From an optimization exercise on the open Yosys and OpenROAD flow, aimed at a short achievable clock period and few clock cycles; shortcuts taken in it are not production practice.
Power figures rest on the tool's default switching activity, not on a simulated workload.

Setup of v6:
## calc_didactic
module calc_didactic(
        clk,
        rst,
        mem_addr,
        mem_we,
        mem_wdata,
        mem_rdata
    );
input           clk;
input           rst;
output [9:0]    mem_addr;
output          mem_we;
output [15:0]   mem_wdata;
input  [15:0]   mem_rdata;
reg  [9:0]  addr_r;
reg         we_r;
reg  [15:0] wdata_r;
reg         fop;         
reg         arr;         
assign mem_addr  = addr_r;
assign mem_we    = we_r;
assign mem_wdata = wdata_r;
localparam QD = 6;       
reg  [15:0] q [0:QD-1];
wire [15:0] q0 = q[0], q1 = q[1], q2 = q[2];
reg  [2:0]  cnt;         
reg  [9:0]  hpc;         
reg  [9:0]  fa;          
reg  [15:0] R [0:7];     
reg  [15:0] F;           
localparam S_ID = 2'd0, S_W1 = 2'd1, S_W2 = 2'd2;
reg  [1:0]  st;
reg  [15:0] mdr;
reg         xv;          
reg         x_alu;       
reg         x_op1;
reg  [2:0]  x_op3;
reg  [15:0] x_a, x_b;
reg         x_ma;        
reg         x_mb;        
reg         x_rwe;       
reg  [2:0]  x_reg;
reg         x_fld;       
reg         x_mwe;       
reg  [9:0]  x_addr;
wire        c0 = q0[0], c1 = q0[1], c2 = q0[2], c3 = q0[3], c5 = q0[5], c6 = q0[6];
wire [2:0]  op3 = {q0[4], q0[5], q0[6]};
wire        d = q0[7];
wire        mod11 = q0[8] & q0[9];
wire        mod10 = q0[8] & ~q0[9];
wire [2:0]  rg = {q0[10], q0[11], q0[12]};
wire [2:0]  rm = {q0[13], q0[14], q0[15]};
wire [3:0]  cond = {q0[4], q0[5], q0[6], q0[7]};
wire [7:0]  off = {q0[8], q0[9], q0[10], q0[11], q0[12], q0[13], q0[14], q0[15]};
wire        is2   = c1;                          
wire        is1   = ~c1 & c3 & ~c0;              
wire        isj   = ~c1 & c3 & c0;               
wire        isf   = ~c1 & ~c3 & c0;              
wire        iss   = ~c1 & ~c3 & ~c0 & c5;        
wire        ismv  = ~c1 & ~c3 & ~c0 & ~c5;       
wire        isjmp = ismv & (op3 == 3'b101);
wire        hasdisp = mod10 & ~isj;
wire        hasimm  = c2 & (is2 | ismv);
wire [2:0]  len = 3'd1 + {2'b0, hasdisp} + {2'b0, hasimm};
wire        avail = (st == S_ID) && (cnt >= len);
wire [15:0] imm = mod10 ? q2 : q1;
wire [2:0]  ia = is1 ? rm : (mod11 ? (d ? rg : rm) : rg);
wire [2:0]  ib = d ? rm : rg;
wire        x_exec = xv & (st == S_ID);
wire        x_wreg = x_exec & x_rwe;
wire [15:0] x_val;
wire [15:0] ra = (x_wreg && x_reg == ia) ? x_val : R[ia];
  ...
make LEC_CHECK=0 ABC_CLOCK_PERIOD_IN_PS=2000 CAP_MARGIN=20 CORE_MARGIN=2 CORE_UTILIZATION=40 SETUP_SLACK_MARGIN=5 SLEW_MARGIN=20 finish   # period 10.0 ns
run.sh (not shown) runs the stock make flow with config.mk's settings and CLKGATE_MAP_FILE= SYNTH_SCRIPT=/design/flow/synth_recipe.tcl, a recipe that flattens the netlist after the stock synthesis.
The inputs of v7 differ from those of v6 as listed below.
-- flow/design.v --
<<< v6, line 83
assign mem_we    = we_r;
assign mem_wdata = wdata_r;
localparam QD = 6;       
reg  [15:0] q [0:QD-1];
wire [15:0] q0 = q[0], q1 = q[1], q2 = q[2];
reg  [2:0]  cnt;         
reg  [9:0]  hpc;         
>>> v7, line 83
assign mem_we    = we_r;
assign mem_wdata = wdata_r;
reg  [15:0] q0, q1, q2, q3;
reg  [2:0]  cnt;         
reg  [9:0]  hpc;         
<<< v6, line 299
wire [15:0] ic_word = ic_data[fidx];
wire [2:0]  k = go ? len : 3'd0;
wire [2:0]  cnt_k = cnt - k;
wire [2:0]  cnt_a = cnt_k + {2'b0, arr};
wire        arr_n = fop & ~flush;
wire [3:0]  occ = {1'b0, cnt} + {3'b0, arr};
wire        hit_ins = ic_hit & ~fop & (occ < QD);
wire        space = (occ + {3'b0, fop}) < QD;
reg  [15:0] nq [0:QD-1];
reg  [2:0]  cnt_n;
integer     qi;
always @(*) begin
    for (qi = 0; qi < QD; qi = qi + 1) begin
        nq[qi] = q[qi];
        if (qi + k < QD)
            nq[qi] = q[qi + k];
        if (arr && cnt_k == qi)
            nq[qi] = mem_rdata;
        if (hit_ins && cnt_a == qi)
            nq[qi] = ic_word;
    end
    cnt_n = flush ? 3'd0 : cnt_a + {2'b0, hit_ins};
>>> v7, line 297
wire [15:0] ic_word = ic_data[fidx];
wire [2:0]  k = go ? len : 3'd0;
reg  [15:0] s0, s1, s2, s3;
reg  [15:0] n0, n1, n2, n3;
reg  [2:0]  cnt_n;
wire [2:0]  cnt_k = cnt - k;
wire [2:0]  cnt_a = cnt_k + {2'b0, arr};
wire        arr_n = fop & ~flush;
wire        hit_ins = ic_hit & ~fop & ~flush & (cnt_a < 3'd4);
wire        space = ({1'b0, cnt_n} + {3'b0, arr_n}) < 4'd4;
always @(*) begin
    case (k)
        3'd0: begin s0 = q0; s1 = q1; s2 = q2; s3 = q3; end
        3'd1: begin s0 = q1; s1 = q2; s2 = q3; s3 = q3; end
        3'd2: begin s0 = q2; s1 = q3; s2 = q3; s3 = q3; end
        default: begin s0 = q3; s1 = q3; s2 = q3; s3 = q3; end
    endcase
    n0 = s0; n1 = s1; n2 = s2; n3 = s3;
    if (arr) begin
        case (cnt_k[1:0])
            2'd0: n0 = mem_rdata;
            2'd1: n1 = mem_rdata;
            2'd2: n2 = mem_rdata;
            default: n3 = mem_rdata;
        endcase
    end
    if (hit_ins) begin
        case (cnt_a[1:0])
            2'd0: n0 = ic_word;
            2'd1: n1 = ic_word;
            2'd2: n2 = ic_word;
            default: n3 = ic_word;
        endcase
    end
    cnt_n = flush ? 3'd0 : cnt_a + {2'b0, hit_ins};
<<< v6, line 343
end
always @(posedge clk) begin
    for (qi = 0; qi < QD; qi = qi + 1)
        q[qi] <= nq[qi];
    if (x_wreg && !(is_we && x_reg == 3'd3))
        R[x_reg] <= x_val;
>>> v7, line 354
end
always @(posedge clk) begin
    q0 <= n0;
    q1 <= n1;
    q2 <= n2;
    q3 <= n3;
    if (x_wreg && !(is_we && x_reg == 3'd3))
        R[x_reg] <= x_val;
- Timing-limited maximum frequency shrinks by more than 10% when moving from v6 to v7.
- Delta (v7 minus v6): sequential cell area decreased 3.3%, via count decreased 5131, global-route usage over all layers decreased 2.0 points.
- Slew at the pin closest to its max-slew limit: v7 > v6
- A first element of the critical path of q0[3] is what v7 shows, while q[0][0] belongs to v6.
- Sort v6 and v7 by maximum number of pins on one net before global-route repair desc -> top: v6
- v7 against v6: hold slack rose 82 ps; xor and xnor area share after synthesis about even; sequential cell count fell about 2%.
- v7 vs. v6: post-route clock period utilization up 13 points, number of placement rows down 2.4%, number of placed cells counting well taps down 547, part of the total power dissipated in combinational logic down 4.8 points.
No run of this note included a check of the RTL's function; only the layout flow was run.

afterwards: timing with drivers on the ports:
The flow's constraints put no driver on any port. The routed layouts listed below were extracted and timed again, unchanged, in two steps.
Step 1: set_driving_cell puts a clkbuf_16 on clk and a buf_2 on each other input, an assumption about the parent block.
Step 2 adds t to the input delays and takes it off the output delays; t is the mean of the earliest and latest rising clock arrival at the registers after step 1. Input paths then give back, and output paths get back, about the clock's delay inside the block.
Three values: no drivers, after step 1, after step 2; two values: the first two.
run | shift t [ns] | setup slack, ns | slew at the worst register clock pin (ns) | worst slew at a driven data input, ns
v6 | 0.913 | 5.056 / 5.056 / 5.056 | 0.07 / 0.07 | 0.05
v7 | 0.910 | 3.790 / 3.790 / 3.790 | 0.07 / 0.07 | 0.03
After both steps setup and hold are still met in every run listed.
